From an optimization exercise on the open Yosys and OpenROAD flow, aimed at small area, a short achievable clock period and few clock cycles; shortcuts taken in it are not production practice. Only simulation tests tie the RTL to the original design; equivalence was not proved.

[flow/design.v]
module lfsr(d, n);
input  [8:0] d;
output [8:0] n;
assign n = {d[7:0], d[1] ^ d[2] ^ d[3] ^ d[7]};
endmodule
module beetle_left_antenna(nd1, nd2, q1, q2, ra, rb);
input [17:0] nd1, nd2;    
input q1, q2;
output [32:0] ra, rb;
wire hs0, hk0;
assign {hk0, hs0} = {1'b0, (~nd1[0] & ~nd1[6])} + {1'b0, (~nd1[1] & ~nd1[5])};
wire hs1, hk1;
assign {hk1, hs1} = {1'b0, (~nd1[0] & ~nd1[4])} + {1'b0, (~nd1[1] & ~nd1[3])};
wire s0, k0;
assign {k0, s0} = {1'b0, (~nd1[0] & ~nd1[5])} + {1'b0, (~nd1[1] & ~nd1[4])} + {1'b0, (~nd1[3] & nd1[2])};
wire s1, k1;
assign {k1, s1} = {1'b0, (~nd1[2] & ~nd1[4])} + {1'b0, (~nd1[3] & ~nd1[2])} + {1'b0, hs0};
wire [8:0] Alo = {1'b0, k0, hk1, hs1, (~nd1[0] & ~nd1[3]), (~nd1[0] & ~nd1[2]), (~nd1[1] & nd1[0]), 1'b0, ~nd1[0]} + {1'b0, s1, s0, (~nd1[2] & ~nd1[1]), (~nd1[2] & nd1[1]), (~nd1[1] & ~nd1[0]), 1'b0, 1'b0, 1'b0};
wire hs2, hk2;
assign {hk2, hs2} = {1'b0, (~nd2[0] & ~nd2[6])} + {1'b0, (~nd2[1] & ~nd2[5])};
wire hs3, hk3;
assign {hk3, hs3} = {1'b0, (~nd2[0] & ~nd2[4])} + {1'b0, (~nd2[1] & ~nd2[3])};
wire s2, k2;
assign {k2, s2} = {1'b0, (~nd2[0] & ~nd2[5])} + {1'b0, (~nd2[1] & ~nd2[4])} + {1'b0, (~nd2[3] & nd2[2])};
wire s3, k3;
assign {k3, s3} = {1'b0, (~nd2[2] & ~nd2[4])} + {1'b0, (~nd2[3] & ~nd2[2])} + {1'b0, hs2};
wire [8:0] Blo = {1'b0, k2, hk3, hs3, (~nd2[0] & ~nd2[3]), (~nd2[0] & ~nd2[2]), (~nd2[1] & nd2[0]), 1'b0, ~nd2[0]} + {1'b0, s3, s2, (~nd2[2] & ~nd2[1]), (~nd2[2] & nd2[1]), (~nd2[1] & ~nd2[0]), 1'b0, 1'b0, 1'b0};
wire hs4, hk4;
assign {hk4, hs4} = {1'b0, (~nd1[0] & ~nd1[7])} + {1'b0, (~nd1[1] & ~nd1[6])};
wire hs5, hk5;
assign {hk5, hs5} = {1'b0, (~nd1[0] & ~nd1[12])} + {1'b0, (~nd1[1] & ~nd1[11])};
wire s4, k4;
assign {k4, s4} = {1'b0, (~nd1[0] & ~nd1[13])} + {1'b0, (~nd1[1] & ~nd1[12])} + {1'b0, (~nd1[2] & ~nd1[11])};
wire s5, k5;
assign {k5, s5} = {1'b0, (~nd1[0] & ~nd1[14])} + {1'b0, (~nd1[1] & ~nd1[13])} + {1'b0, (~nd1[2] & ~nd1[12])};
wire s6, k6;
assign {k6, s6} = {1'b0, (~nd1[3] & ~nd1[11])} + {1'b0, (~nd1[4] & ~nd1[10])} + {1'b0, (~nd1[5] & ~nd1[9])};
wire s7, k7;
assign {k7, s7} = {1'b0, (~nd1[0] & ~nd1[15])} + {1'b0, (~nd1[1] & ~nd1[14])} + {1'b0, (~nd1[2] & ~nd1[13])};
wire s8, k8;
assign {k8, s8} = {1'b0, (~nd1[3] & ~nd1[12])} + {1'b0, (~nd1[4] & ~nd1[11])} + {1'b0, (~nd1[5] & ~nd1[10])};
wire hs6, hk6;
assign {hk6, hs6} = {1'b0, (~nd1[6] & ~nd1[9])} + {1'b0, (~nd1[8] & nd1[7])};
wire s9, k9;
assign {k9, s9} = {1'b0, (~nd1[0] & ~nd1[16])} + {1'b0, (~nd1[1] & ~nd1[15])} + {1'b0, (~nd1[2] & ~nd1[14])};
wire s10, k10;
assign {k10, s10} = {1'b0, (~nd1[3] & ~nd1[13])} + {1'b0, (~nd1[4] & ~nd1[12])} + {1'b0, (~nd1[5] & ~nd1[11])};
wire s11, k11;
assign {k11, s11} = {1'b0, (~nd1[6] & ~nd1[10])} + {1'b0, (~nd1[7] & ~nd1[9])} + {1'b0, (~nd1[8] & ~nd1[7])};
wire s12, k12;
assign {k12, s12} = {1'b0, (~nd2[0] & ~nd2[16])} + {1'b0, (~nd2[1] & ~nd2[15])} + {1'b0, (~nd2[2] & ~nd2[14])};
wire s13, k13;
assign {k13, s13} = {1'b0, (~nd1[1] & ~nd1[16])} + {1'b0, (~nd1[2] & ~nd1[15])} + {1'b0, (~nd1[3] & ~nd1[14])};
wire s14, k14;
assign {k14, s14} = {1'b0, (~nd1[4] & ~nd1[13])} + {1'b0, (~nd1[5] & ~nd1[12])} + {1'b0, (~nd1[6] & ~nd1[11])};
wire s15, k15;
assign {k15, s15} = {1'b0, (~nd1[7] & ~nd1[10])} + {1'b0, (~nd1[9] & nd1[8])} + {1'b0, (nd1[17] | nd1[0])};
wire s16, k16;
assign {k16, s16} = {1'b0, (~nd2[1] & ~nd2[16])} + {1'b0, (~nd2[2] & ~nd2[15])} + {1'b0, (~nd2[3] & ~nd2[14])};
wire hs7, hk7;
assign {hk7, hs7} = {1'b0, (~nd2[4] & ~nd2[13])} + {1'b0, (~nd2[5] & ~nd2[12])};
wire s17, k17;
assign {k17, s17} = {1'b0, 1'b1} + {1'b0, (~nd1[2] & ~nd1[16])} + {1'b0, (~nd1[3] & ~nd1[15])};
wire s18, k18;
assign {k18, s18} = {1'b0, (~nd1[4] & ~nd1[14])} + {1'b0, (~nd1[5] & ~nd1[13])} + {1'b0, (~nd1[6] & ~nd1[12])};
wire s19, k19;
assign {k19, s19} = {1'b0, (~nd1[7] & ~nd1[11])} + {1'b0, (~nd1[8] & ~nd1[10])} + {1'b0, (~nd1[9] & ~nd1[8])};
wire s20, k20;
assign {k20, s20} = {1'b0, (nd1[17] | nd1[1])} + {1'b0, (~nd2[2] & ~nd2[16])} + {1'b0, (~nd2[3] & ~nd2[15])};
wire s21, k21;
assign {k21, s21} = {1'b0, (~nd2[4] & ~nd2[14])} + {1'b0, (~nd2[5] & ~nd2[13])} + {1'b0, (~nd2[6] & ~nd2[12])};
wire hs8, hk8;
assign {hk8, hs8} = {1'b0, (~nd2[7] & ~nd2[11])} + {1'b0, (~nd2[8] & ~nd2[10])};
wire s22, k22;
assign {k22, s22} = {1'b0, (~nd1[3] & ~nd1[16])} + {1'b0, (~nd1[4] & ~nd1[15])} + {1'b0, (~nd1[5] & ~nd1[14])};
wire s23, k23;
assign {k23, s23} = {1'b0, (~nd1[6] & ~nd1[13])} + {1'b0, (~nd1[7] & ~nd1[12])} + {1'b0, (~nd1[8] & ~nd1[11])};
wire s24, k24;
assign {k24, s24} = {1'b0, (~nd1[10] & nd1[9])} + {1'b0, (nd1[17] | nd1[2])} + {1'b0, (~nd2[3] & ~nd2[16])};
wire s25, k25;
assign {k25, s25} = {1'b0, (~nd2[4] & ~nd2[15])} + {1'b0, (~nd2[5] & ~nd2[14])} + {1'b0, (~nd2[6] & ~nd2[13])};
wire hs9, hk9;
assign {hk9, hs9} = {1'b0, (~nd2[7] & ~nd2[12])} + {1'b0, (~nd2[8] & ~nd2[11])};
wire s26, k26;
assign {k26, s26} = {1'b0, (~nd1[4] & ~nd1[16])} + {1'b0, (~nd1[5] & ~nd1[15])} + {1'b0, (~nd1[6] & ~nd1[14])};
wire s27, k27;
assign {k27, s27} = {1'b0, (~nd1[7] & ~nd1[13])} + {1'b0, (~nd1[8] & ~nd1[12])} + {1'b0, (~nd1[9] & ~nd1[11])};
wire s28, k28;
assign {k28, s28} = {1'b0, (~nd1[10] & ~nd1[9])} + {1'b0, (nd1[17] | nd1[3])} + {1'b0, (~nd2[4] & ~nd2[16])};
wire s29, k29;
assign {k29, s29} = {1'b0, (~nd2[5] & ~nd2[15])} + {1'b0, (~nd2[6] & ~nd2[14])} + {1'b0, (~nd2[7] & ~nd2[13])};
wire s30, k30;
assign {k30, s30} = {1'b0, (~nd1[5] & ~nd1[16])} + {1'b0, (~nd1[6] & ~nd1[15])} + {1'b0, (~nd1[7] & ~nd1[14])};
wire s31, k31;
assign {k31, s31} = {1'b0, (~nd1[8] & ~nd1[13])} + {1'b0, (~nd1[9] & ~nd1[12])} + {1'b0, (~nd1[11] & nd1[10])};
wire hs10, hk10;
assign {hk10, hs10} = {1'b0, (nd1[17] | nd1[4])} + {1'b0, (~nd2[5] & ~nd2[16])};
wire s32, k32;
assign {k32, s32} = {1'b0, (~nd1[6] & ~nd1[16])} + {1'b0, (~nd1[7] & ~nd1[15])} + {1'b0, (~nd1[8] & ~nd1[14])};
wire s33, k33;
assign {k33, s33} = {1'b0, (~nd1[9] & ~nd1[13])} + {1'b0, (~nd1[10] & ~nd1[12])} + {1'b0, (~nd1[11] & ~nd1[10])};
wire hs11, hk11;
assign {hk11, hs11} = {1'b0, (~nd1[7] & ~nd1[16])} + {1'b0, (~nd1[8] & ~nd1[15])};
wire s34, k34;
assign {k34, s34} = {1'b0, (~nd1[2] & ~nd1[5])} + {1'b0, (~nd1[4] & nd1[3])} + {1'b0, (~nd2[0] & ~nd2[7])};
wire s35, k35;
assign {k35, s35} = {1'b0, (~nd2[1] & ~nd2[6])} + {1'b0, (~nd2[2] & ~nd2[5])} + {1'b0, (~nd2[4] & nd2[3])};
wire s36, k36;
assign {k36, s36} = {1'b0, (~nd1[0] & ~nd1[8])} + {1'b0, (~nd1[1] & ~nd1[7])} + {1'b0, (~nd1[2] & ~nd1[6])};
wire s37, k37;
assign {k37, s37} = {1'b0, (~nd1[3] & ~nd1[5])} + {1'b0, (~nd1[4] & ~nd1[3])} + {1'b0, (~nd2[0] & ~nd2[8])};
wire s38, k38;
assign {k38, s38} = {1'b0, (~nd1[0] & ~nd1[9])} + {1'b0, (~nd1[1] & ~nd1[8])} + {1'b0, (~nd1[2] & ~nd1[7])};
wire hs12, hk12;
assign {hk12, hs12} = {1'b0, (~nd1[3] & ~nd1[6])} + {1'b0, (~nd1[5] & nd1[4])};
wire s39, k39;
assign {k39, s39} = {1'b0, (~nd1[0] & ~nd1[10])} + {1'b0, (~nd1[1] & ~nd1[9])} + {1'b0, (~nd1[2] & ~nd1[8])};
wire s40, k40;
assign {k40, s40} = {1'b0, (~nd1[3] & ~nd1[7])} + {1'b0, (~nd1[4] & ~nd1[6])} + {1'b0, (~nd1[5] & ~nd1[4])};
wire hs13, hk13;
assign {hk13, hs13} = {1'b0, (~nd2[0] & ~nd2[10])} + {1'b0, (~nd2[1] & ~nd2[9])};
wire s41, k41;
assign {k41, s41} = {1'b0, (~nd1[0] & ~nd1[11])} + {1'b0, (~nd1[1] & ~nd1[10])} + {1'b0, (~nd1[2] & ~nd1[9])};
wire s42, k42;
assign {k42, s42} = {1'b0, (~nd1[3] & ~nd1[8])} + {1'b0, (~nd1[4] & ~nd1[7])} + {1'b0, (~nd1[6] & nd1[5])};
wire s43, k43;
assign {k43, s43} = {1'b0, (~nd2[0] & ~nd2[11])} + {1'b0, (~nd2[1] & ~nd2[10])} + {1'b0, (~nd2[2] & ~nd2[9])};
wire s44, k44;
assign {k44, s44} = {1'b0, (~nd1[2] & ~nd1[10])} + {1'b0, (~nd1[3] & ~nd1[9])} + {1'b0, (~nd1[4] & ~nd1[8])};
wire s45, k45;
assign {k45, s45} = {1'b0, (~nd1[5] & ~nd1[7])} + {1'b0, (~nd1[6] & ~nd1[5])} + {1'b0, (~nd2[0] & ~nd2[12])};
wire s46, k46;
assign {k46, s46} = {1'b0, (~nd2[1] & ~nd2[11])} + {1'b0, (~nd2[2] & ~nd2[10])} + {1'b0, (~nd2[3] & ~nd2[9])};
wire hs14, hk14;
assign {hk14, hs14} = {1'b0, (~nd2[4] & ~nd2[8])} + {1'b0, (~nd2[5] & ~nd2[7])};
wire s47, k47;
assign {k47, s47} = {1'b0, (~nd1[3] & ~nd1[10])} + {1'b0, (~nd1[4] & ~nd1[9])} + {1'b0, (~nd1[5] & ~nd1[8])};
wire s48, k48;
assign {k48, s48} = {1'b0, (~nd1[7] & nd1[6])} + {1'b0, (~nd2[0] & ~nd2[13])} + {1'b0, (~nd2[1] & ~nd2[12])};
wire s49, k49;
assign {k49, s49} = {1'b0, (~nd2[2] & ~nd2[11])} + {1'b0, (~nd2[3] & ~nd2[10])} + {1'b0, (~nd2[4] & ~nd2[9])};
wire s50, k50;
assign {k50, s50} = {1'b0, (~nd2[5] & ~nd2[8])} + {1'b0, (~nd2[7] & nd2[6])} + {1'b0, hk5};
wire s51, k51;
assign {k51, s51} = {1'b0, (~nd1[6] & ~nd1[8])} + {1'b0, (~nd1[7] & ~nd1[6])} + {1'b0, (~nd2[0] & ~nd2[14])};
wire s52, k52;
assign {k52, s52} = {1'b0, (~nd2[1] & ~nd2[13])} + {1'b0, (~nd2[2] & ~nd2[12])} + {1'b0, (~nd2[3] & ~nd2[11])};
wire s53, k53;
assign {k53, s53} = {1'b0, (~nd2[4] & ~nd2[10])} + {1'b0, (~nd2[5] & ~nd2[9])} + {1'b0, (~nd2[6] & ~nd2[8])};
wire s54, k54;
assign {k54, s54} = {1'b0, (~nd2[7] & ~nd2[6])} + {1'b0, k4} + {1'b0, s5};
wire s55, k55;
assign {k55, s55} = {1'b0, (~nd2[0] & ~nd2[15])} + {1'b0, (~nd2[1] & ~nd2[14])} + {1'b0, (~nd2[2] & ~nd2[13])};
wire s56, k56;
assign {k56, s56} = {1'b0, (~nd2[3] & ~nd2[12])} + {1'b0, (~nd2[4] & ~nd2[11])} + {1'b0, (~nd2[5] & ~nd2[10])};
wire s57, k57;
assign {k57, s57} = {1'b0, (~nd2[6] & ~nd2[9])} + {1'b0, (~nd2[8] & nd2[7])} + {1'b0, k5};
wire s58, k58;
assign {k58, s58} = {1'b0, k6} + {1'b0, s7} + {1'b0, s8};
wire s59, k59;
assign {k59, s59} = {1'b0, (~nd2[3] & ~nd2[13])} + {1'b0, (~nd2[4] & ~nd2[12])} + {1'b0, (~nd2[5] & ~nd2[11])};
wire s60, k60;
assign {k60, s60} = {1'b0, (~nd2[6] & ~nd2[10])} + {1'b0, (~nd2[7] & ~nd2[9])} + {1'b0, (~nd2[8] & ~nd2[7])};
wire s61, k61;
assign {k61, s61} = {1'b0, k7} + {1'b0, k8} + {1'b0, hk6};
wire s62, k62;
assign {k62, s62} = {1'b0, s9} + {1'b0, s10} + {1'b0, s11};
wire s63, k63;
assign {k63, s63} = {1'b0, (~nd2[6] & ~nd2[11])} + {1'b0, (~nd2[7] & ~nd2[10])} + {1'b0, (~nd2[9] & nd2[8])};
wire s64, k64;
assign {k64, s64} = {1'b0, (nd2[17] | nd2[0])} + {1'b0, k9} + {1'b0, k10};
wire s65, k65;
assign {k65, s65} = {1'b0, k11} + {1'b0, k12} + {1'b0, s13};
wire s66, k66;
assign {k66, s66} = {1'b0, s14} + {1'b0, s15} + {1'b0, s16};
wire s67, k67;
assign {k67, s67} = {1'b0, (~nd2[9] & ~nd2[8])} + {1'b0, (nd2[17] | nd2[1])} + {1'b0, k13};
wire s68, k68;
assign {k68, s68} = {1'b0, k14} + {1'b0, k15} + {1'b0, k16};
wire s69, k69;
assign {k69, s69} = {1'b0, hk7} + {1'b0, s17} + {1'b0, s18};
wire s70, k70;
assign {k70, s70} = {1'b0, s19} + {1'b0, s20} + {1'b0, s21};
wire s71, k71;
assign {k71, s71} = {1'b0, (~nd2[10] & nd2[9])} + {1'b0, (nd2[17] | nd2[2])} + {1'b0, k17};
wire s72, k72;
assign {k72, s72} = {1'b0, k18} + {1'b0, k19} + {1'b0, k20};
wire s73, k73;
assign {k73, s73} = {1'b0, k21} + {1'b0, hk8} + {1'b0, s22};
wire s74, k74;
assign {k74, s74} = {1'b0, s23} + {1'b0, s24} + {1'b0, s25};
wire s75, k75;
assign {k75, s75} = {1'b0, (~nd2[8] & ~nd2[12])} + {1'b0, (~nd2[9] & ~nd2[11])} + {1'b0, (~nd2[10] & ~nd2[9])};
wire s76, k76;
assign {k76, s76} = {1'b0, (nd2[17] | nd2[3])} + {1'b0, k22} + {1'b0, k23};
wire s77, k77;
assign {k77, s77} = {1'b0, k24} + {1'b0, k25} + {1'b0, hk9};
wire s78, k78;
assign {k78, s78} = {1'b0, s26} + {1'b0, s27} + {1'b0, s28};
wire s79, k79;
assign {k79, s79} = {1'b0, (~nd2[6] & ~nd2[15])} + {1'b0, (~nd2[7] & ~nd2[14])} + {1'b0, (~nd2[8] & ~nd2[13])};
wire s80, k80;
assign {k80, s80} = {1'b0, (~nd2[9] & ~nd2[12])} + {1'b0, (~nd2[11] & nd2[10])} + {1'b0, (nd2[17] | nd2[4])};
wire s81, k81;
assign {k81, s81} = {1'b0, k26} + {1'b0, k27} + {1'b0, k28};
wire s82, k82;
assign {k82, s82} = {1'b0, k29} + {1'b0, s30} + {1'b0, s31};
wire s83, k83;
assign {k83, s83} = {1'b0, (nd1[17] | nd1[5])} + {1'b0, (~nd2[6] & ~nd2[16])} + {1'b0, (~nd2[7] & ~nd2[15])};
wire s84, k84;
assign {k84, s84} = {1'b0, (~nd2[8] & ~nd2[14])} + {1'b0, (~nd2[9] & ~nd2[13])} + {1'b0, (~nd2[10] & ~nd2[12])};
wire s85, k85;
assign {k85, s85} = {1'b0, (~nd2[11] & ~nd2[10])} + {1'b0, (nd2[17] | nd2[5])} + {1'b0, k30};
wire s86, k86;
assign {k86, s86} = {1'b0, k31} + {1'b0, hk10} + {1'b0, s32};
wire s87, k87;
assign {k87, s87} = {1'b0, (~nd1[9] & ~nd1[14])} + {1'b0, (~nd1[10] & ~nd1[13])} + {1'b0, (~nd1[12] & nd1[11])};
wire s88, k88;
assign {k88, s88} = {1'b0, (nd1[17] | nd1[6])} + {1'b0, (~nd2[7] & ~nd2[16])} + {1'b0, (~nd2[8] & ~nd2[15])};
wire s89, k89;
assign {k89, s89} = {1'b0, (~nd2[9] & ~nd2[14])} + {1'b0, (~nd2[10] & ~nd2[13])} + {1'b0, (~nd2[12] & nd2[11])};
wire s90, k90;
assign {k90, s90} = {1'b0, (nd2[17] | nd2[6])} + {1'b0, k32} + {1'b0, k33};
wire s91, k91;
assign {k91, s91} = {1'b0, (~nd1[8] & ~nd1[16])} + {1'b0, (~nd1[9] & ~nd1[15])} + {1'b0, (~nd1[10] & ~nd1[14])};
wire s92, k92;
assign {k92, s92} = {1'b0, (~nd1[11] & ~nd1[13])} + {1'b0, (~nd1[12] & ~nd1[11])} + {1'b0, (nd1[17] | nd1[7])};
wire s93, k93;
assign {k93, s93} = {1'b0, (~nd2[8] & ~nd2[16])} + {1'b0, (~nd2[9] & ~nd2[15])} + {1'b0, (~nd2[10] & ~nd2[14])};
wire s94, k94;
assign {k94, s94} = {1'b0, (~nd2[11] & ~nd2[13])} + {1'b0, (~nd2[12] & ~nd2[11])} + {1'b0, (nd2[17] | nd2[7])};
wire s95, k95;
assign {k95, s95} = {1'b0, (~nd1[9] & ~nd1[16])} + {1'b0, (~nd1[10] & ~nd1[15])} + {1'b0, (~nd1[11] & ~nd1[14])};
wire s96, k96;
assign {k96, s96} = {1'b0, (~nd1[13] & nd1[12])} + {1'b0, (nd1[17] | nd1[8])} + {1'b0, (~nd2[9] & ~nd2[16])};
wire hs15, hk15;
assign {hk15, hs15} = {1'b0, (~nd2[10] & ~nd2[15])} + {1'b0, (~nd2[11] & ~nd2[14])};
wire s97, k97;
assign {k97, s97} = {1'b0, (~nd1[10] & ~nd1[16])} + {1'b0, (~nd1[11] & ~nd1[15])} + {1'b0, (~nd1[12] & ~nd1[14])};
wire s98, k98;
assign {k98, s98} = {1'b0, (~nd1[13] & ~nd1[12])} + {1'b0, (nd1[17] | nd1[9])} + {1'b0, (~nd2[10] & ~nd2[16])};
wire hs16, hk16;
assign {hk16, hs16} = {1'b0, (~nd1[11] & ~nd1[16])} + {1'b0, (~nd1[12] & ~nd1[15])};
wire s99, k99;
assign {k99, s99} = {1'b0, hk0} + {1'b0, hk2} + {1'b0, s34};
wire hs17, hk17;
assign {hk17, hs17} = {1'b0, s35} + {1'b0, hs4};
wire s100, k100;
assign {k100, s100} = {1'b0, (~nd2[1] & ~nd2[7])} + {1'b0, (~nd2[2] & ~nd2[6])} + {1'b0, (~nd2[3] & ~nd2[5])};
wire s101, k101;
assign {k101, s101} = {1'b0, (~nd2[4] & ~nd2[3])} + {1'b0, k34} + {1'b0, k35};
wire hs18, hk18;
assign {hk18, hs18} = {1'b0, hk4} + {1'b0, s36};
wire s102, k102;
assign {k102, s102} = {1'b0, (~nd2[0] & ~nd2[9])} + {1'b0, (~nd2[1] & ~nd2[8])} + {1'b0, (~nd2[2] & ~nd2[7])};
wire s103, k103;
assign {k103, s103} = {1'b0, (~nd2[3] & ~nd2[6])} + {1'b0, (~nd2[5] & nd2[4])} + {1'b0, k36};
wire s104, k104;
assign {k104, s104} = {1'b0, k37} + {1'b0, s38} + {1'b0, hs12};
wire s105, k105;
assign {k105, s105} = {1'b0, (~nd2[2] & ~nd2[8])} + {1'b0, (~nd2[3] & ~nd2[7])} + {1'b0, (~nd2[4] & ~nd2[6])};
wire s106, k106;
assign {k106, s106} = {1'b0, (~nd2[5] & ~nd2[4])} + {1'b0, k38} + {1'b0, hk12};
wire s107, k107;
assign {k107, s107} = {1'b0, s39} + {1'b0, s40} + {1'b0, hs13};
wire s108, k108;
assign {k108, s108} = {1'b0, (~nd2[3] & ~nd2[8])} + {1'b0, (~nd2[4] & ~nd2[7])} + {1'b0, (~nd2[6] & nd2[5])};
wire s109, k109;
assign {k109, s109} = {1'b0, k39} + {1'b0, k40} + {1'b0, hk13};
wire s110, k110;
assign {k110, s110} = {1'b0, s41} + {1'b0, s42} + {1'b0, s43};
wire s111, k111;
assign {k111, s111} = {1'b0, (~nd2[6] & ~nd2[5])} + {1'b0, k41} + {1'b0, k42};
wire s112, k112;
assign {k112, s112} = {1'b0, k43} + {1'b0, s44} + {1'b0, s45};
wire s113, k113;
assign {k113, s113} = {1'b0, s46} + {1'b0, hs14} + {1'b0, hs5};
wire s114, k114;
assign {k114, s114} = {1'b0, k44} + {1'b0, k45} + {1'b0, k46};
wire s115, k115;
assign {k115, s115} = {1'b0, hk14} + {1'b0, s47} + {1'b0, s48};
wire s116, k116;
assign {k116, s116} = {1'b0, s49} + {1'b0, s4} + {1'b0, s50};
wire s117, k117;
assign {k117, s117} = {1'b0, k47} + {1'b0, k48} + {1'b0, k49};
wire s118, k118;
assign {k118, s118} = {1'b0, s51} + {1'b0, s52} + {1'b0, s53};
wire s119, k119;
assign {k119, s119} = {1'b0, s6} + {1'b0, k50} + {1'b0, s54};
wire s120, k120;
assign {k120, s120} = {1'b0, k51} + {1'b0, k52} + {1'b0, k53};
wire s121, k121;
assign {k121, s121} = {1'b0, s55} + {1'b0, s56} + {1'b0, hs6};
wire s122, k122;
assign {k122, s122} = {1'b0, k54} + {1'b0, s57} + {1'b0, s58};
wire s123, k123;
assign {k123, s123} = {1'b0, k55} + {1'b0, k56} + {1'b0, s59};
wire s124, k124;
assign {k124, s124} = {1'b0, s60} + {1'b0, s12} + {1'b0, k57};
wire s125, k125;
assign {k125, s125} = {1'b0, k58} + {1'b0, s61} + {1'b0, s62};
wire s126, k126;
assign {k126, s126} = {1'b0, k59} + {1'b0, k60} + {1'b0, s63};
wire s127, k127;
assign {k127, s127} = {1'b0, hs7} + {1'b0, k61} + {1'b0, k62};
wire s128, k128;
assign {k128, s128} = {1'b0, s64} + {1'b0, s65} + {1'b0, s66};
wire s129, k129;
assign {k129, s129} = {1'b0, k63} + {1'b0, hs8} + {1'b0, k64};
wire s130, k130;
assign {k130, s130} = {1'b0, k65} + {1'b0, k66} + {1'b0, s67};
wire s131, k131;
assign {k131, s131} = {1'b0, s68} + {1'b0, s69} + {1'b0, s70};
wire s132, k132;
assign {k132, s132} = {1'b0, hs9} + {1'b0, k67} + {1'b0, k68};
wire s133, k133;
assign {k133, s133} = {1'b0, k69} + {1'b0, k70} + {1'b0, s71};
wire s134, k134;
assign {k134, s134} = {1'b0, s72} + {1'b0, s73} + {1'b0, s74};
wire s135, k135;
assign {k135, s135} = {1'b0, s75} + {1'b0, s29} + {1'b0, k71};
wire s136, k136;
assign {k136, s136} = {1'b0, k72} + {1'b0, k73} + {1'b0, k74};
wire s137, k137;
assign {k137, s137} = {1'b0, s76} + {1'b0, s77} + {1'b0, s78};
wire s138, k138;
assign {k138, s138} = {1'b0, k75} + {1'b0, s79} + {1'b0, s80};
wire s139, k139;
assign {k139, s139} = {1'b0, hs10} + {1'b0, k76} + {1'b0, k77};
wire s140, k140;
assign {k140, s140} = {1'b0, k78} + {1'b0, s81} + {1'b0, s82};
wire s141, k141;
assign {k141, s141} = {1'b0, k79} + {1'b0, k80} + {1'b0, s83};
wire s142, k142;
assign {k142, s142} = {1'b0, s84} + {1'b0, s33} + {1'b0, k81};
wire s143, k143;
assign {k143, s143} = {1'b0, k82} + {1'b0, s85} + {1'b0, s86};
wire s144, k144;
assign {k144, s144} = {1'b0, k83} + {1'b0, k84} + {1'b0, s87};
wire s145, k145;
assign {k145, s145} = {1'b0, s88} + {1'b0, s89} + {1'b0, hs11};
wire s146, k146;
assign {k146, s146} = {1'b0, k85} + {1'b0, k86} + {1'b0, s90};
wire s147, k147;
assign {k147, s147} = {1'b0, k87} + {1'b0, k88} + {1'b0, k89};
wire s148, k148;
assign {k148, s148} = {1'b0, hk11} + {1'b0, s91} + {1'b0, s92};
wire s149, k149;
assign {k149, s149} = {1'b0, s93} + {1'b0, s94} + {1'b0, k90};
wire s150, k150;
assign {k150, s150} = {1'b0, (~nd2[13] & nd2[12])} + {1'b0, (nd2[17] | nd2[8])} + {1'b0, k91};
wire s151, k151;
assign {k151, s151} = {1'b0, k92} + {1'b0, k93} + {1'b0, k94};
wire s152, k152;
assign {k152, s152} = {1'b0, s95} + {1'b0, s96} + {1'b0, hs15};
wire s153, k153;
assign {k153, s153} = {1'b0, (~nd2[11] & ~nd2[15])} + {1'b0, (~nd2[12] & ~nd2[14])} + {1'b0, (~nd2[13] & ~nd2[12])};
wire s154, k154;
assign {k154, s154} = {1'b0, (nd2[17] | nd2[9])} + {1'b0, k95} + {1'b0, k96};
wire s155, k155;
assign {k155, s155} = {1'b0, hk15} + {1'b0, s97} + {1'b0, s98};
wire s156, k156;
assign {k156, s156} = {1'b0, (~nd1[14] & nd1[13])} + {1'b0, (nd1[17] | nd1[10])} + {1'b0, (~nd2[11] & ~nd2[16])};
wire s157, k157;
assign {k157, s157} = {1'b0, (~nd2[12] & ~nd2[15])} + {1'b0, (~nd2[14] & nd2[13])} + {1'b0, (nd2[17] | nd2[10])};
wire s158, k158;
assign {k158, s158} = {1'b0, k97} + {1'b0, k98} + {1'b0, hs16};
wire s159, k159;
assign {k159, s159} = {1'b0, (~nd1[12] & ~nd1[16])} + {1'b0, (~nd1[13] & ~nd1[15])} + {1'b0, (~nd1[14] & ~nd1[13])};
wire s160, k160;
assign {k160, s160} = {1'b0, (nd1[17] | nd1[11])} + {1'b0, (~nd2[12] & ~nd2[16])} + {1'b0, (~nd2[13] & ~nd2[15])};
wire s161, k161;
assign {k161, s161} = {1'b0, (~nd2[14] & ~nd2[13])} + {1'b0, (nd2[17] | nd2[11])} + {1'b0, hk16};
wire s162, k162;
assign {k162, s162} = {1'b0, (~nd1[13] & ~nd1[16])} + {1'b0, (~nd1[15] & nd1[14])} + {1'b0, (nd1[17] | nd1[12])};
wire hs19, hk19;
assign {hk19, hs19} = {1'b0, (~nd2[13] & ~nd2[16])} + {1'b0, (~nd2[15] & nd2[14])};
wire s163, k163;
assign {k163, s163} = {1'b0, (~nd1[14] & ~nd1[16])} + {1'b0, (~nd1[15] & ~nd1[14])} + {1'b0, (nd1[17] | nd1[13])};
wire s164, k164;
assign {k164, s164} = {1'b0, k1} + {1'b0, k3} + {1'b0, s99};
wire s165, k165;
assign {k165, s165} = {1'b0, s100} + {1'b0, s37} + {1'b0, k99};
wire hs20, hk20;
assign {hk20, hs20} = {1'b0, hk17} + {1'b0, s101};
wire s166, k166;
assign {k166, s166} = {1'b0, k100} + {1'b0, s102} + {1'b0, k101};
wire s167, k167;
assign {k167, s167} = {1'b0, hk18} + {1'b0, s103} + {1'b0, s104};
wire s168, k168;
assign {k168, s168} = {1'b0, k102} + {1'b0, s105} + {1'b0, k103};
wire s169, k169;
assign {k169, s169} = {1'b0, k104} + {1'b0, s106} + {1'b0, s107};
wire s170, k170;
assign {k170, s170} = {1'b0, k105} + {1'b0, s108} + {1'b0, k106};
wire s171, k171;
assign {k171, s171} = {1'b0, k107} + {1'b0, s109} + {1'b0, s110};
wire s172, k172;
assign {k172, s172} = {1'b0, k108} + {1'b0, k109} + {1'b0, k110};
wire s173, k173;
assign {k173, s173} = {1'b0, s111} + {1'b0, s112} + {1'b0, s113};
wire s174, k174;
assign {k174, s174} = {1'b0, k111} + {1'b0, k112} + {1'b0, k113};
wire s175, k175;
assign {k175, s175} = {1'b0, s114} + {1'b0, s115} + {1'b0, s116};
wire s176, k176;
assign {k176, s176} = {1'b0, k114} + {1'b0, k115} + {1'b0, s117};
wire s177, k177;
assign {k177, s177} = {1'b0, s118} + {1'b0, k116} + {1'b0, s119};
wire s178, k178;
assign {k178, s178} = {1'b0, k117} + {1'b0, k118} + {1'b0, s120};
wire s179, k179;
assign {k179, s179} = {1'b0, s121} + {1'b0, k119} + {1'b0, s122};
wire s180, k180;
assign {k180, s180} = {1'b0, k120} + {1'b0, k121} + {1'b0, s123};
wire s181, k181;
assign {k181, s181} = {1'b0, s124} + {1'b0, k122} + {1'b0, s125};
wire s182, k182;
assign {k182, s182} = {1'b0, k123} + {1'b0, s126} + {1'b0, k124};
wire s183, k183;
assign {k183, s183} = {1'b0, s127} + {1'b0, k125} + {1'b0, s128};
wire s184, k184;
assign {k184, s184} = {1'b0, k126} + {1'b0, k127} + {1'b0, s129};
wire s185, k185;
assign {k185, s185} = {1'b0, s130} + {1'b0, k128} + {1'b0, s131};
wire s186, k186;
assign {k186, s186} = {1'b0, k129} + {1'b0, k130} + {1'b0, s132};
wire s187, k187;
assign {k187, s187} = {1'b0, s133} + {1'b0, k131} + {1'b0, s134};
wire s188, k188;
assign {k188, s188} = {1'b0, k132} + {1'b0, k133} + {1'b0, s135};
wire s189, k189;
assign {k189, s189} = {1'b0, s136} + {1'b0, k134} + {1'b0, s137};
wire s190, k190;
assign {k190, s190} = {1'b0, s138} + {1'b0, k135} + {1'b0, k136};
wire s191, k191;
assign {k191, s191} = {1'b0, s139} + {1'b0, k137} + {1'b0, s140};
wire s192, k192;
assign {k192, s192} = {1'b0, k138} + {1'b0, s141} + {1'b0, k139};
wire s193, k193;
assign {k193, s193} = {1'b0, s142} + {1'b0, k140} + {1'b0, s143};
wire s194, k194;
assign {k194, s194} = {1'b0, k141} + {1'b0, s144} + {1'b0, s145};
wire s195, k195;
assign {k195, s195} = {1'b0, k142} + {1'b0, s146} + {1'b0, k143};
wire s196, k196;
assign {k196, s196} = {1'b0, k144} + {1'b0, k145} + {1'b0, s147};
wire s197, k197;
assign {k197, s197} = {1'b0, s148} + {1'b0, k146} + {1'b0, s149};
wire s198, k198;
assign {k198, s198} = {1'b0, k147} + {1'b0, k148} + {1'b0, s150};
wire s199, k199;
assign {k199, s199} = {1'b0, s151} + {1'b0, s152} + {1'b0, k149};
wire s200, k200;
assign {k200, s200} = {1'b0, s153} + {1'b0, k150} + {1'b0, k151};
wire s201, k201;
assign {k201, s201} = {1'b0, k152} + {1'b0, s154} + {1'b0, s155};
wire s202, k202;
assign {k202, s202} = {1'b0, k153} + {1'b0, s156} + {1'b0, s157};
wire s203, k203;
assign {k203, s203} = {1'b0, k154} + {1'b0, k155} + {1'b0, s158};
wire s204, k204;
assign {k204, s204} = {1'b0, k156} + {1'b0, k157} + {1'b0, s159};
wire s205, k205;
assign {k205, s205} = {1'b0, s160} + {1'b0, k158} + {1'b0, s161};
wire s206, k206;
assign {k206, s206} = {1'b0, (nd2[17] | nd2[12])} + {1'b0, k159} + {1'b0, k160};
wire s207, k207;
assign {k207, s207} = {1'b0, s162} + {1'b0, hs19} + {1'b0, k161};
wire s208, k208;
assign {k208, s208} = {1'b0, (~nd2[14] & ~nd2[16])} + {1'b0, (~nd2[15] & ~nd2[14])} + {1'b0, (nd2[17] | nd2[13])};
wire s209, k209;
assign {k209, s209} = {1'b0, k162} + {1'b0, hk19} + {1'b0, s163};
wire s210, k210;
assign {k210, s210} = {1'b0, (~nd1[16] & nd1[15])} + {1'b0, (nd1[17] | nd1[14])} + {1'b0, (~nd2[16] & nd2[15])};
wire hs21, hk21;
assign {hk21, hs21} = {1'b0, (nd2[17] | nd2[14])} + {1'b0, k163};
wire s211, k211;
assign {k211, s211} = {1'b0, (~nd1[16] & ~nd1[15])} + {1'b0, (nd1[17] | nd1[15])} + {1'b0, (~nd2[16] & ~nd2[15])};
wire s212, k212;
assign {k212, s212} = {1'b0, (nd2[17] | nd2[15])} + {1'b0, (q1 & ~nd1[0])} + {1'b0, (q2 & ~nd2[0])};
wire s213, k213;
assign {k213, s213} = {1'b0, ~nd1[17]} + {1'b0, ~nd2[17]} + {1'b0, (nd1[17] | nd1[16])};
wire s214, k214;
assign {k214, s214} = {1'b0, (nd2[17] | nd2[16])} + {1'b0, (q1 & ~nd1[1])} + {1'b0, (q2 & ~nd2[1])};
wire hs22, hk22;
assign {hk22, hs22} = {1'b0, hs17} + {1'b0, s164};
wire s215, k215;
assign {k215, s215} = {1'b0, hs18} + {1'b0, s165} + {1'b0, hs20};
wire s216, k216;
assign {k216, s216} = {1'b0, k165} + {1'b0, hk20} + {1'b0, s166};
wire s217, k217;
assign {k217, s217} = {1'b0, k166} + {1'b0, s168} + {1'b0, k167};
wire s218, k218;
assign {k218, s218} = {1'b0, k168} + {1'b0, s170} + {1'b0, k169};
wire s219, k219;
assign {k219, s219} = {1'b0, k170} + {1'b0, s172} + {1'b0, k171};
wire s220, k220;
assign {k220, s220} = {1'b0, k172} + {1'b0, s174} + {1'b0, k173};
wire s221, k221;
assign {k221, s221} = {1'b0, k174} + {1'b0, s176} + {1'b0, k175};
wire s222, k222;
assign {k222, s222} = {1'b0, k176} + {1'b0, s178} + {1'b0, k177};
wire s223, k223;
assign {k223, s223} = {1'b0, k178} + {1'b0, s180} + {1'b0, k179};
wire s224, k224;
assign {k224, s224} = {1'b0, k180} + {1'b0, s182} + {1'b0, k181};
wire s225, k225;
assign {k225, s225} = {1'b0, k182} + {1'b0, s184} + {1'b0, k183};
wire s226, k226;
assign {k226, s226} = {1'b0, k184} + {1'b0, s186} + {1'b0, k185};
wire s227, k227;
assign {k227, s227} = {1'b0, k186} + {1'b0, s188} + {1'b0, k187};
wire s228, k228;
assign {k228, s228} = {1'b0, k188} + {1'b0, s190} + {1'b0, k189};
wire s229, k229;
assign {k229, s229} = {1'b0, k190} + {1'b0, s192} + {1'b0, k191};
wire s230, k230;
assign {k230, s230} = {1'b0, s194} + {1'b0, k192} + {1'b0, k193};
wire s231, k231;
assign {k231, s231} = {1'b0, s196} + {1'b0, k194} + {1'b0, k195};
wire s232, k232;
assign {k232, s232} = {1'b0, k196} + {1'b0, s198} + {1'b0, s199};
wire s233, k233;
assign {k233, s233} = {1'b0, k198} + {1'b0, s200} + {1'b0, s201};
wire s234, k234;
assign {k234, s234} = {1'b0, s202} + {1'b0, k200} + {1'b0, k201};
wire s235, k235;
assign {k235, s235} = {1'b0, k202} + {1'b0, s204} + {1'b0, s205};
wire s236, k236;
assign {k236, s236} = {1'b0, k204} + {1'b0, s206} + {1'b0, k205};
wire s237, k237;
assign {k237, s237} = {1'b0, s208} + {1'b0, k206} + {1'b0, s209};
wire s238, k238;
assign {k238, s238} = {1'b0, k208} + {1'b0, s210} + {1'b0, k209};
wire s239, k239;
assign {k239, s239} = {1'b0, k210} + {1'b0, s211} + {1'b0, s212};
wire s240, k240;
assign {k240, s240} = {1'b0, k211} + {1'b0, s213} + {1'b0, k212};
wire s241, k241;
assign {k241, s241} = {1'b0, (q1 & ~nd1[2])} + {1'b0, (q2 & ~nd2[2])} + {1'b0, k213};
wire hs23, hk23;
assign {hk23, hs23} = {1'b0, 1'b1} + {1'b0, (q1 & ~nd1[3])};
wire hs24, hk24;
assign {hk24, hs24} = {1'b0, 1'b1} + {1'b0, (q1 & ~nd1[4])};
wire hs25, hk25;
assign {hk25, hs25} = {1'b0, 1'b1} + {1'b0, (q1 & ~nd1[5])};
wire hs26, hk26;
assign {hk26, hs26} = {1'b0, 1'b1} + {1'b0, (q1 & ~nd1[6])};
wire hs27, hk27;
assign {hk27, hs27} = {1'b0, Alo[8]} + {1'b0, Blo[8]};
wire s242, k242;
assign {k242, s242} = {1'b0, k164} + {1'b0, hk22} + {1'b0, s215};
wire s243, k243;
assign {k243, s243} = {1'b0, s167} + {1'b0, k215} + {1'b0, s216};
wire s244, k244;
assign {k244, s244} = {1'b0, s169} + {1'b0, k216} + {1'b0, s217};
wire s245, k245;
assign {k245, s245} = {1'b0, s171} + {1'b0, k217} + {1'b0, s218};
wire s246, k246;
assign {k246, s246} = {1'b0, s173} + {1'b0, k218} + {1'b0, s219};
wire s247, k247;
assign {k247, s247} = {1'b0, k219} + {1'b0, s175} + {1'b0, s220};
wire s248, k248;
assign {k248, s248} = {1'b0, k220} + {1'b0, s177} + {1'b0, s221};
wire s249, k249;
assign {k249, s249} = {1'b0, s179} + {1'b0, k221} + {1'b0, s222};
wire s250, k250;
assign {k250, s250} = {1'b0, s181} + {1'b0, k222} + {1'b0, s223};
wire s251, k251;
assign {k251, s251} = {1'b0, s183} + {1'b0, k223} + {1'b0, s224};
wire s252, k252;
assign {k252, s252} = {1'b0, s185} + {1'b0, k224} + {1'b0, s225};
wire s253, k253;
assign {k253, s253} = {1'b0, s187} + {1'b0, k225} + {1'b0, s226};
wire s254, k254;
assign {k254, s254} = {1'b0, s189} + {1'b0, k226} + {1'b0, s227};
wire s255, k255;
assign {k255, s255} = {1'b0, s191} + {1'b0, k227} + {1'b0, s228};
wire s256, k256;
assign {k256, s256} = {1'b0, s193} + {1'b0, k228} + {1'b0, s229};
wire s257, k257;
assign {k257, s257} = {1'b0, s195} + {1'b0, k229} + {1'b0, s230};
wire s258, k258;
assign {k258, s258} = {1'b0, s197} + {1'b0, k230} + {1'b0, s231};
wire s259, k259;
assign {k259, s259} = {1'b0, k197} + {1'b0, k231} + {1'b0, s232};
wire s260, k260;
assign {k260, s260} = {1'b0, k199} + {1'b0, s233} + {1'b0, k232};
wire s261, k261;
assign {k261, s261} = {1'b0, s203} + {1'b0, k233} + {1'b0, s234};
wire s262, k262;
assign {k262, s262} = {1'b0, k203} + {1'b0, k234} + {1'b0, s235};
wire s263, k263;
assign {k263, s263} = {1'b0, s207} + {1'b0, s236} + {1'b0, k235};
wire s264, k264;
assign {k264, s264} = {1'b0, k207} + {1'b0, s237} + {1'b0, k236};
wire s265, k265;
assign {k265, s265} = {1'b0, hs21} + {1'b0, s238} + {1'b0, k237};
wire s266, k266;
assign {k266, s266} = {1'b0, hk21} + {1'b0, s239} + {1'b0, k238};
wire s267, k267;
assign {k267, s267} = {1'b0, s214} + {1'b0, k239} + {1'b0, s240};
wire s268, k268;
assign {k268, s268} = {1'b0, k214} + {1'b0, s241} + {1'b0, k240};
wire s269, k269;
assign {k269, s269} = {1'b0, (q2 & ~nd2[3])} + {1'b0, hs23} + {1'b0, k241};
wire s270, k270;
assign {k270, s270} = {1'b0, (q2 & ~nd2[4])} + {1'b0, hk23} + {1'b0, hs24};
wire s271, k271;
assign {k271, s271} = {1'b0, (q2 & ~nd2[5])} + {1'b0, hk24} + {1'b0, hs25};
wire s272, k272;
assign {k272, s272} = {1'b0, (q2 & ~nd2[6])} + {1'b0, hk25} + {1'b0, hs26};
wire hs28, hk28;
assign {hk28, hs28} = {1'b0, 1'b1} + {1'b0, hk26};
assign ra = {k272, k271, k270, k269, k268, k267, k266, k265, k264, k263, k262, k261, k260, k259, k258, k257, k256, k255, k254, k253, k252, k251, k250, k249, k248, k247, k246, k245, k244, k243, k242, hk27, hs27};
assign rb = {hs28, s272, s271, s270, s269, s268, s267, s266, s265, s264, s263, s262, s261, s260, s259, s258, s257, s256, s255, s254, s253, s252, s251, s250, s249, s248, s247, s246, s245, s244, s243, s242, hs22};
endmodule
module beetle_compare(al, bl, ar, br, gt);
input [32:0] al, bl, ar, br;
output gt;
wire [31:0] a = {~al[31], al[30:0]};
wire [31:0] b = bl[31:0];
wire [31:0] c = ~{~ar[31], ar[30:0]};
wire [31:0] e = ~br[31:0];
wire [32:0] tl = {1'b0, a} + {1'b0, b};
wire [32:0] tr = {1'b0, ~c} + {1'b0, br[31:0]};
wire [31:0] x1 = a ^ b;
wire [31:0] x2 = c ^ e;
wire [31:0] x = x1 ^ x2;
wire [31:0] co;
wire [31:0] ci = {co[30:0], 1'b1};
genvar i;
generate for (i = 0; i < 32; i = i + 1) begin : cmp4
  assign co[i] = x1[i] ? c[i] : a[i];
end endgenerate
wire [31:0] xs = x ^ ci;
wire [31:0] xk = {x[30:0] & ci[30:0] | ~x[30:0] & e[30:0], 1'b0};
wire k31 = x[31] ? ci[31] : e[31];
wire [32:0] ts = {1'b0, xs} + {1'b0, xk};
assign gt = ~(ts[32] ^ k31 ^ co[31] ^ tl[32] ^ tr[32]);
endmodule
module beetle_right_antenna(dir, sense, s3, step);
input  [8:0]  dir;
input  [12:0] sense;
input  [14:0] s3;
output [13:0] step;
wire [15:0] s1 = {3'b000, sense};
wire [15:0] s2 = {2'b00, sense, 1'b0};
wire [15:0] t3 = {1'b0, s3};
wire [15:0] s4 = {1'b0, sense, 2'b00};
wire [3:0] g0 = {dir[2:0], 1'b0};
wire [3:0] g1 = dir[5:2];
wire [3:0] g2 = dir[8:5];
wire [15:0] r0, r1, r2;
wire n0, n1, n2;
beetle_booth_row b0(g0, s1, s2, t3, s4, r0, n0);
beetle_booth_row b1(g1, s1, s2, t3, s4, r1, n1);
beetle_booth_row b2(g2, s1, s2, t3, s4, r2, n2);
wire [21:0] p = {{6{n0}}, r0} + {{3{n1}}, r1, 3'd0} + {r2, 6'd0}
              + {15'd0, n2, 2'b00, n1, 2'b00, n0};
assign step = p[21:8];
endmodule
module beetle_booth_row(g, s1, s2, s3, s4, r, n);
input  [3:0]  g;
input  [15:0] s1, s2, s3, s4;
output [15:0] r;
output n;
wire [2:0] a = g[3] ? ~g[2:0] : g[2:0];
wire m1 = ~a[2] & (a[1] ^ a[0]);
wire m2 = ~a[2] & a[1] & a[0] | a[2] & ~a[1] & ~a[0];
wire m3 = a[2] & (a[1] ^ a[0]);
wire m4 = a[2] & a[1] & a[0];
wire [15:0] mag = {16{m1}} & s1 | {16{m2}} & s2 | {16{m3}} & s3 | {16{m4}} & s4;
assign r = g[3] ? ~mag : mag;
assign n = g[3];
endmodule
module beetle_position(mx, my, nx, ny, d1, d2, q1, q2);
parameter NB = 0;
input  [15:0] mx, my;
input  signed [13:0] nx, ny;
output [17:0] d1, d2;
output q1, q2;
wire [15:0] fx = {{2{nx[13]}}, nx};
wire [15:0] fy = {{2{ny[13]}}, ny};
wire [15:0] ax = NB ? mx - fx : mx + fx;
wire [15:0] ay = NB ? my - fy : my + fy;
assign d1 = 18'd1791 - {2'b00, ax} - {ay[15], ay, 1'b0};
assign d2 = 18'd1279 - {ax[15], ax, 1'b0} - {2'b00, ay};
assign q1 = ay[15];
assign q2 = ax[15];
endmodule
module bas(clock,reset,load, seed_x,seed_y,iterations,x,y,x_extreme,y_extreme,out_value,done );
    input clock,reset,load;
    input [8:0] seed_x,seed_y;
    input [8:0] iterations;
    input [15:0] x,y;
    output signed [15:0] x_extreme,y_extreme;
    output signed [39:0] out_value;
    output reg done;
    reg [15:0] x_curr, y_curr;           
    reg signed [13:0] step_x, step_y;    
    reg signed [13:0] step_nx, step_ny;  
    reg [17:0] dl1, dl2, dr1, dr2;       
    reg ql1, ql2, qr1, qr2;              
    reg [32:0] value_curr;               
    reg [8:0] dir_x, dir_y;              
    reg [12:0] sense;                    
    reg [8:0] remain;
    reg run;
    reg first;                           
    reg [15:0] x_best, y_best;
    reg [32:0] value_best;
    reg value_init;                      
    wire [32:0] al, bl, ar, br;
    beetle_left_antenna ol(dl1, dl2, ql1, ql2, al, bl);
    beetle_left_antenna or_(dr1, dr2, qr1, qr2, ar, br);
    wire go_right;
    beetle_compare cmp(al, bl, ar, br, go_right);
    wire [32:0] odour_l = al + bl;
    wire [32:0] odour_r = ar + br;
    wire [15:0] x_l = x_curr + {{2{step_x[13]}}, step_x};
    wire [15:0] y_l = y_curr + {{2{step_y[13]}}, step_y};
    wire [15:0] x_r = x_curr - {{2{step_x[13]}}, step_x};
    wire [15:0] y_r = y_curr - {{2{step_y[13]}}, step_y};
    wire [17:0] ell1, ell2, elr1, elr2, erl1, erl2, err1, err2;
    wire qll1, qll2, qlr1, qlr2, qrl1, qrl2, qrr1, qrr2;
    wire signed [13:0] first_x = {{5{dir_x[8]}}, dir_x} + {{2{dir_x[8]}}, dir_x, 3'b000} + {dir_x[8], dir_x, 4'b0000};
    wire signed [13:0] first_y = {{5{dir_y[8]}}, dir_y} + {{2{dir_y[8]}}, dir_y, 3'b000} + {dir_y[8], dir_y, 4'b0000};
    wire signed [13:0] next_x = first ? first_x : step_nx;
    wire signed [13:0] next_y = first ? first_y : step_ny;
    beetle_position #(0) pll(x_l, y_l, next_x, next_y, ell1, ell2, qll1, qll2);
    beetle_position #(1) plr(x_l, y_l, next_x, next_y, elr1, elr2, qlr1, qlr2);
    beetle_position #(0) prl(x_r, y_r, next_x, next_y, erl1, erl2, qrl1, qrl2);
    beetle_position #(1) prr(x_r, y_r, next_x, next_y, err1, err2, qrr1, qrr2);
    wire signed [13:0] mul_x, mul_y;
    wire [14:0] sense3 = {2'b00, sense} + {1'b0, sense, 1'b0};
    wire [8:0] dir_x_n, dir_y_n;
    lfsr lx(dir_x, dir_x_n);
    lfsr ly(dir_y, dir_y_n);
    beetle_right_antenna mulx(dir_x_n, sense, sense3, mul_x);
    beetle_right_antenna muly(dir_y_n, sense, sense3, mul_y);
    assign x_extreme = x_best;
    assign y_extreme = y_best;
    assign out_value = {4'b0, {3{value_init}}, value_best};
    always @(posedge clock) begin
        if (reset) begin
            x_curr <= x;
            y_curr <= y;
            dl1 <= 18'd0;
            dl2 <= 18'd0;
            dr1 <= 18'd0;
            dr2 <= 18'd0;
            ql1 <= 1'b0;
            ql2 <= 1'b0;
            qr1 <= 1'b0;
            qr2 <= 1'b0;
            step_x <= 14'd0;
            step_y <= 14'd0;
            step_nx <= 14'd0;
            step_ny <= 14'd0;
            dir_x <= 9'd0;
            dir_y <= 9'd0;
        end else begin
            if (go_right) begin
                x_curr <= x_r;
                y_curr <= y_r;
                dl1 <= erl1;
                dl2 <= erl2;
                dr1 <= err1;
                dr2 <= err2;
                ql1 <= qrl1;
                ql2 <= qrl2;
                qr1 <= qrr1;
                qr2 <= qrr2;
            end else begin
                x_curr <= x_l;
                y_curr <= y_l;
                dl1 <= ell1;
                dl2 <= ell2;
                dr1 <= elr1;
                dr2 <= elr2;
                ql1 <= qll1;
                ql2 <= qll2;
                qr1 <= qlr1;
                qr2 <= qlr2;
            end
            step_x <= next_x;
            step_y <= next_y;
            step_nx <= mul_x;
            step_ny <= mul_y;
            if (load) begin
                dir_x <= seed_x;
                dir_y <= seed_y;
            end else begin
                dir_x <= dir_x_n;
                dir_y <= dir_y_n;
            end
        end
        value_curr <= go_right ? odour_r : odour_l;
        if (reset)
            sense <= 13'd6400;
        else
            sense <= sense - {8'd0, sense[12:8]} - {12'd0, sense[7:0] != 8'd0};
        if (reset) begin
            run <= 1'b0;
            done <= 1'b0;
            first <= 1'b0;
            x_best <= 16'd0;
            y_best <= 16'd0;
            value_best <= {33{1'b1}};
            value_init <= 1'b1;
        end else if (load) begin
            remain <= iterations;
            first <= 1'b1;
            run <= iterations != 9'd0;
            done <= iterations == 9'd0;
        end else if (run) begin
            remain <= remain - 9'd1;
            first <= 1'b0;
            if (remain == 9'd0) begin
                run <= 1'b0;
                done <= 1'b1;
            end
            if (!first && value_curr < value_best) begin
                x_best <= x_curr;
                y_best <= y_curr;
                value_best <= value_curr;
                value_init <= 1'b0;
            end
        end
    end
endmodule
[flow/flow/run.sh]
#!/bin/bash
# The standard layout, with timing repair aiming for 19.5 ns of setup slack
# at the design's clock period (over-fixing, as SETUP_SLACK_MARGIN does),
# on the worst 20% of endpoints, and sky130_fd_sc_hd__buf_4 cells as the port buffers.
set -euo pipefail
bash standard.sh SETUP_SLACK_MARGIN=19.5 TNS_END_PERCENT=20 "BUFFER_PORTS_ARGS=-buffer_cell sky130_fd_sc_hd__buf_4" finish > orfs_make.log 2>&1
[flow/config.mk]
export PLATFORM = sky130hd
export DESIGN_NAME = bas
export DESIGN_NICKNAME = bas
export VERILOG_FILES = /design/flow/design.v
export SDC_FILE = /design/flow/constraint.sdc
export NUM_CORES = 8
export LEC_CHECK = 0
export ABC_AREA = 1
export CAP_MARGIN = 20
export CORE_MARGIN = 2
export CORE_UTILIZATION = 45
export SLEW_MARGIN = 20
[flow/standard.sh]
#!/bin/bash
# synth_recipe.tcl (not shown) runs the flow's synth.tcl, then flattens the netlist and writes it again
# the make line also repeats each setting of config.mk as NAME=value (left out here)
make -C /OpenROAD-flow-scripts/flow DESIGN_CONFIG=/design/flow/config.mk WORK_HOME=/design/flow/orfs CLKGATE_MAP_FILE= SYNTH_SCRIPT=/design/flow/synth_recipe.tcl "${@:-finish}"
[flow/constraint.sdc]
create_clock -name core_clock -period 27.0 [get_ports {clock}]
set_input_delay 5.4000 -clock core_clock [delete_from_list [all_inputs] [get_ports {clock}]]
set_output_delay 5.4000 -clock core_clock [all_outputs]
set_load 0.01 [all_outputs]
==> results of run 1 <==
==> layer usage <==
metal	part of all wire [%]	routed length (um)	GRT usage [%]
met1	42	88300	41.9
met2	45	93500	52.2
met4	5.6	11700	14.5
met3	6.9	14300	3.89
met5	0.0063	13	0
==> worst max path at each step <==
stage	end	slack [ps]
6_report	y_curr[11]$_DFF_P_	19670
5_1_grt	y_curr[11]$_DFF_P_	19450
4_1_cts	dr1[13]$_SDFF_PP0_	19430
3_5_place_dp	dr1[3]$_SDFF_PP0_	18090
3_3_place_gp	y_curr[1]$_DFF_P_	18240
2_1_floorplan	remain[0]$_DFFE_PP_	20140
==> cells in the final DEF (no fill, tap or decap), types with 16 or more instances in the layout <==
cell type / Yosys / layout
nand3_1: 238 / 236
a21boi_0: 17 / 17
dfxtp_4: 0 / 26
buf_4: 15 / 290
xor2_1: 402 / 395
clkinvlp_4: 0 / 46
or2_2: 19 / 19
o211ai_1: 23 / 23
nand2_1: 1330 / 1327
o21bai_1: 27 / 27
inv_1: 1267 / 1224
nand4_1: 44 / 44
a21oi_1: 609 / 609
ha_1: 709 / 692
o21a_1: 20 / 19
o31ai_1: 17 / 17
nor3_1: 65 / 64
o21ai_1: 33 / 34
a221oi_1: 29 / 29
nand2_2: 16 / 17
clkbuf_16: 0 / 47
fa_1: 585 / 579
a21o_1: 27 / 27
xnor2_1: 122 / 120
dfxtp_1: 295 / 245
o22ai_1: 61 / 61
o221ai_1: 16 / 16
a31oi_1: 28 / 28
nor2_1: 959 / 956
dfxtp_2: 0 / 24
o21ai_0: 443 / 442
nor4_1: 17 / 16
==> Yosys cell counts (13+ instances only) <==
cell type,n
xnor2_1,122
a221oi_1,29
fa_1,585
o21ai_0,443
nor4_1,17
o21ai_1,33
nor2_1,959
a21oi_1,609
dfxtp_1,295
o22ai_1,61
buf_4,15
o21a_1,20
clkbuf_1,213
inv_1,1267
nand2_2,16
a31oi_1,28
o221ai_1,16
o21bai_1,27
nand2_1,1330
nand3_1,238
o31ai_1,17
o211ai_1,23
nand4_1,44
nor3_1,65
or2_2,19
a21boi_0,17
buf_2,38
clkinv_1,13
a21o_1,27
ha_1,709
xor2_1,402
==> logic make-up (layout without fill, tap and decap cells) <==
group | Yosys count | in the layout
simple gates | 2710 | 2715
other cells | 1 | 5
xor+xnor | 527 | 527
buf+inv | 1576 | 1679
compound gates | 1421 | 1421
flops | 304 | 304
fa+ha+maj | 1294 | 1294
mux | 6 | 6
==> stage by stage <==
step	area, um^2	utilization (%)
after global routing	62000	50.0
final	62000	50.0
after global placement	58700	47.3
after detailed placement	58700	47.3
after floorplan	56500	-
after CTS	60600	48.8
==> worst min-delay path: cells and delay by family (launching register included) <==
kind,cells,cell delay (ps)
simple gates,2,130
flops,1,320
==> sequential cells by signal, summed over array words and instances (netlist names), 9 cells and up <==
register and count:
dir_y 9, remain 9, dr1 17, step_x 14, sense 13, value_best 33, y_best 16, step_ny 14
y_curr 16, dr2 17, x_best 16, dir_x 9, x_curr 16, value_curr 33, dl1 18, dl2 18
step_y 14, step_nx 14
==> cell type report <==
| cell class | count | area [um^2] | area share, % |
|---|---|---|---|
| diodes | 1 | 2.50 | 0.00403 |
| inverters | 1286 | 4990 | 8.05 |
| clock buffers | 52 | 1170 | 1.89 |
| clock inverters | 24 | 310 | 0.500 |
| repair buffers | 317 | 2650 | 4.28 |
| multi-input cells | 5967 | 44500 | 71.8 |
| well taps | 1637 | 2050 | 3.30 |
| flip-flops and latches | 304 | 6300 | 10.2 |
==> what timing repair did <==
action / in CTS / in global routing
buffers inserted: 23 / 103
setup endpoints to repair: 136 / 170
pin swaps: 2 / 12
gates cloned: 5 / 5
hold buffers: 0 / 0
resized for setup: 75 / 129
==> reports/qor.csv, run 1 <==
stage;metric;value;unit
run_status;status;timing/DRC/antenna clean;
worst_setup_path;worst path bufs/invs;5;
hold_path;Hold Crit Depth;2;
yosys;Synth Area in XOR/XNOR;8.21;%
yosys;post-synth top area cell;fa_1;
yosys;Yosys reg bits;304;
grt;largest net degree at the start of global routing;76;
place;placer's final routability congestion estimate;0.985;
yosys;Synth Warn #;1;
finish;Layout Nets;9275;
grt;GR Util All Layers;31.8;%
run;max-cap viol count;0;
clocking;H-Tree Depth;2;
worst_setup_path;R2R depth;29;
worst_setup_path;R2R Setup Slk;19670;ps
worst_setup_path;CP startpoint kind;register;
route;DRT iter0 DRCs;4712;
route;DRT Pass-1 Iters;6;
timing;final setup vio count;0;
timing;Slew Limit Headroom;24.0;%
hold_path;worst hold path class;reg -> reg;
clocking;worst skew pair latency;650;ps
yosys;Post-Syn Instances;7839;
yosys;Synth Area per Inst;7.21;um^2
floorplan;I/O pin count;135;
timing;slack of the critical path;19670;ps
clocking;clk root buf;clkbuf_16;
timing;Min Hold Slack;488;ps
finish;share of cells above drive strength 1;7.79;%
hold_path;hold path startpoint;y_best[14]$_SDFFE_PP0P_;
worst_setup_path;Worst path most repeated cell;fa_1;
grt;vias in the first global route;51819;
route;DR vias;52844;
timing;final-report hold violation count;0;
floorplan;full die area;0.128;mm^2
yosys;Synth async-reset ratio;0;%
timing;final worst path period share;27.2;%
yosys;top-area cell type share of the netlist area;20.7;%
timing;Worst-Margin Slew;1140;ps
clocking;CTS tree;done;
route;DRT Wirelength;208;mm
route;Avg Vias per Cell;5.51;
route;# DRC;0;
clocking;CTS Sinks;304;
worst_setup_path;cell class contributing the biggest share of worst-path delay;adder cells;
grt;initial antenna violation count;1;
yosys;top cells by area, synth;fa_1 (21%), ha_1 (16%), dfxtp_1 (10%);
finish;fillers;12577;
yosys;Compound-Gate Fraction of Synth Area;14.1;%
place;Port-buffer cells;130;
timing;RSZ-0062 raised after global routing;true;
worst_setup_path;Critical Path Stages;29;
finish;final instance count without filler cells;9588;
worst_setup_path;Critical Path AT;7870;ps
worst_setup_path;Crit. End Element;register;
worst_setup_path;Reg2Reg Capture Point;y_curr[11]$_DFF_P_;
hold_path;Hold EP;y_best[14]$_SDFFE_PP0P_;
clocking;clk buf depth;3;
route;post-route antenna net violation count;0;
floorplan;Die Width;358;um
timing;Fin Setup TNS;0;ps
floorplan;Rows;129;
worst_setup_path;CP max stage delay;700;ps
grt;global-route wire length before repair;311;mm
worst_setup_path;worst setup path start;dr2[5]$_SDFF_PP0_;
route;drt wl/cell;21.7;um
yosys;Post-Syn Area;0.0565;mm^2
yosys;simple-gate share of the synthesized area;19.3;%
worst_setup_path;worst r2r src;dr2[5]$_SDFF_PP0_;
worst_setup_path;worst path required time;27540;ps
yosys;unique cell type count in the Yosys netlist;70;
place;Placement Setup Slack;18090;ps
timing;fin crit period;7330;ps
place;HPWL Detailed;165;mm
timing;Fmax achieved;136;MHz
worst_setup_path;critical path type;reg -> reg;
clocking;Worst-path clk slew;70;ps
finish;Area Overhead vs Synth;9.80;%
yosys;multiplexer share of the synthesized area;0.124;%
yosys;Synth Area in Adders;36.4;%
timing;Slew Limit Fails;0;
yosys;top_reg_cell synth;dfxtp_1;
yosys;EDFF count, synth;9;
floorplan;die height;358;um
floorplan;Core Region;0.124;mm^2
clocking;TritonCTS Buffers;43;
worst_setup_path;CP max FO;14;
timing;Clock Skews;52.7;ps
floorplan;initial core utilization;45.5;%
grt;Remaining Overflow, GRT;0;
yosys;sequential share of the synthesized area;10.9;%
place;placed insts;9375;
worst_setup_path;CP max-delay cell;fa_2;
yosys;largest family of logic cells by synthesized area;adder cells;
Testbench counts, summed over its fixed seeds: cycles 49,176.
==> run 2, diff against run 1 <==
==> flow/flow/run.sh (replaced) <==
#!/bin/bash
# The standard layout, with timing repair aiming for 20 ns of setup slack
# at the design's clock period (over-fixing, as SETUP_SLACK_MARGIN does),
# on the worst 20% of endpoints, and buf_4 cells as the port buffers.
set -euo pipefail
bash standard.sh SETUP_SLACK_MARGIN=20 TNS_END_PERCENT=20 "BUFFER_PORTS_ARGS=-buffer_cell sky130_fd_sc_hd__buf_4" finish > orfs_make.log 2>&1
==> run 2 against run 1 <==
- sequential share of layout area decreased by 0.36 points
- die area unchanged
- register-to-register slack improved by 390 ps
- count of clock-buffer cells in the layout unchanged
- first-iteration DRC count increased by 4.8%
- maximum frequency increased by 5.6%
- worst hold slack improved by 1.7 ps
- design area increased by 4.4%
- clock skew decreased by 1.2 ps
==> reports/qor.csv, run 2 <==
stage;metric;value;unit
route;Avg Vias per Cell;5.53;
route;DRT Pass-1 Iters;8;
timing;Fmax achieved;144;MHz
finish;commonest non-fill, non-tap cell in the layout;nand2_1;
route;# DRC;0;
yosys;Synth top cells by count;nand2_1 (1,330), inv_1 (1,267), nor2_1 (959);
grt;initial antenna violation count;1;
yosys;top-count cell post-synth;nand2_1;
floorplan;initial core utilization;45.5;%
clocking;worst skew pair latency;650;ps
timing;fin crit period;6950;ps
place;Port-buffer cells;130;
route;DRT iter0 DRCs;4937;
yosys;top cells by area, synth;fa_1 (21%), ha_1 (16%), dfxtp_1 (10%);
floorplan;Core Region;0.124;mm^2
clocking;TritonCTS Buffers;43;
worst_setup_path;CP startpoint kind;register;
timing;RSZ-0062 raised after global routing;true;
timing;Fin Setup TNS;0;ps
worst_setup_path;critical path type;reg -> reg;
timing;Slew Limit Fails;0;
yosys;Yosys reg bits;304;
finish;most frequent cells in the layout;nand2_1 (1,315), inv_1 (1,197), nor2_1 (939);
yosys;top-area cell type share of the netlist area;20.7;%
timing;Slew Limit Headroom;24.9;%
finish;Area Overhead vs Synth;14.7;%
run_status;status;timing/DRC/antenna clean;
place;HPWL Detailed;165;mm
route;DR vias;53759;
grt;vias in the first global route;52448;
worst_setup_path;worst path required time;27490;ps
finish;fillers;12300;
finish;share of cells above drive strength 1;11.8;%
finish;top flop regs;value_best (33), value_curr (33);
timing;final setup vio count;0;
yosys;Post-Syn Area;0.0565;mm^2
floorplan;full die area;0.128;mm^2
worst_setup_path;CP max FO;12;
yosys;Synth async-reset ratio;0;%
floorplan;die height;358;um
worst_setup_path;Critical Path AT;7440;ps
clocking;H-Tree Depth;2;
floorplan;I/O pin count;135;
clocking;clk buf depth;3;
floorplan;Rows;129;
grt;GR Util All Layers;32.4;%
run 2: per-stage QoR:
step | cells | setup slack [ps] | util (%) | hold slack (ps) | cell area, um^2
after global routing | 9715 | 19940 | 52.2 | 510 | 64800
after floorplan | 7842 | 20140 | - | 444 | 56500
after CTS | 9584 | 19950 | 50.3 | 493 | 62400
final | 9717 | 20050 | 52.2 | 490 | 64800
after detailed placement | 9375 | 18090 | 47.3 | 478 | 58700
after global placement | 9375 | 18240 | 47.3 | 468 | 58700
run 2: repair_timing:
action / 4_1_cts / 5_1_grt
buffers inserted: 124 / 123
setup endpoints to repair: 171 / 174
gates resized for setup: 295 / 287
hold buffers: 0 / 0
cloned: 9 / 8
pin swaps: 28 / 116
run 2: layout make-up:
cell class / count / area [um^2] / area share [%]
Clock buffer: 52 / 1170 / 1.81
Timing Repair Buffer: 446 / 4120 / 6.35
Inverter: 1286 / 5050 / 7.80
Clock inverter: 24 / 310 / 0.479
Tap cell: 1637 / 2050 / 3.16
Sequential cell: 304 / 6350 / 9.80
Antenna cell: 2 / 5.00 / 0.00773
Multi-Input combinational cell: 5966 / 45700 / 70.6
run 2: cell families after synthesis:
logic type / synth area share (%)
adders and majority gates: 36.4
AOI/OAI and AO/OA: 14.1
DFF: 10.9
muxes: 0.124
other: 0.00664
xor gates and xnor gates: 8.21
buffers and inverters: 10.8
and+or+nand+nor: 19.3
run 2: final timing paths:
| path | from | slack [ps] | to | cells past startpoint |
|---|---|---|---|---|
| max reg2reg | dr2[2]$_SDFF_PP0_ | 20050 | y_curr[13]$_DFF_P_ | 25 |
| max | dr2[2]$_SDFF_PP0_ | 20050 | y_curr[13]$_DFF_P_ | 25 |
| min | y_best[12]$_SDFFE_PP0P_ | 490 | y_best[12]$_SDFFE_PP0P_ | 2 |
| min reg2reg | y_best[12]$_SDFFE_PP0P_ | 490 | y_best[12]$_SDFFE_PP0P_ | 2 |
run 2: per-layer routing:
metal | share of wire (%) | track usage [%] | vias to the layer above
met1 | 42 | 42.5 | 25574
met3 | 7.4 | 4.38 | 547
li1 | - | - | 25379
met4 | 6.0 | 15.5 | 0
met2 | 45 | 52.8 | 2259
met5 | 0 | 0 | -
run 2: critical path: stages (launching register included):
cell and delay, ps:
dfxtp_1 340, buf_12 170, clkinvlp_4 110, buf_4 160, nand2_1 100, fa_1 450, fa_2 550, fa_1 450
fa_2 400, fa_1 480, fa_2 570, inv_1 110, ha_4 290, buf_4 150, a21oi_1 280, o21ai_0 170
a21oi_2 330, o21ai_2 170, a31oi_4 480, inv_2 150, nand3_4 170, buf_12 160, buf_4 150, nand3_1 160
nand3_2 140, nand2_1 60

==> what the ideal ports hide <==
The flow's constraints put no driver on any port. The routed layouts listed below were extracted and timed again, unchanged, in two steps.
Step 1 assumes that a clkbuf_16 drives the clock port and a buf_2 every other input.
Step 2 times the ports against the registers' clock, not the clock port: input delays grow and output delays shrink by t, the midpoint of the rising clock arrivals with the driver on.
Three values: ideal, step 1, step 2; two values: the first two.
| run | shift t [ns] | setup WS [ns] | hold WS [ns] | worst setup path after step 2 | pins driven straight from the clock port |
|---|---|---|---|---|---|
| run 1 | 0.702 | 19.668 / 19.668 / 19.092 | 0.488 / 0.488 / 0.488 | input to register | 1 |
| run 2 | 0.697 | 20.054 / 20.054 / 19.433 | 0.490 / 0.490 / 0.490 | input to register | 1 |
After both steps setup and hold are still met in every run listed. The setup slack of run 2, which loses most, moves by 0.000 ns with the drivers and by -0.621 ns with both steps.
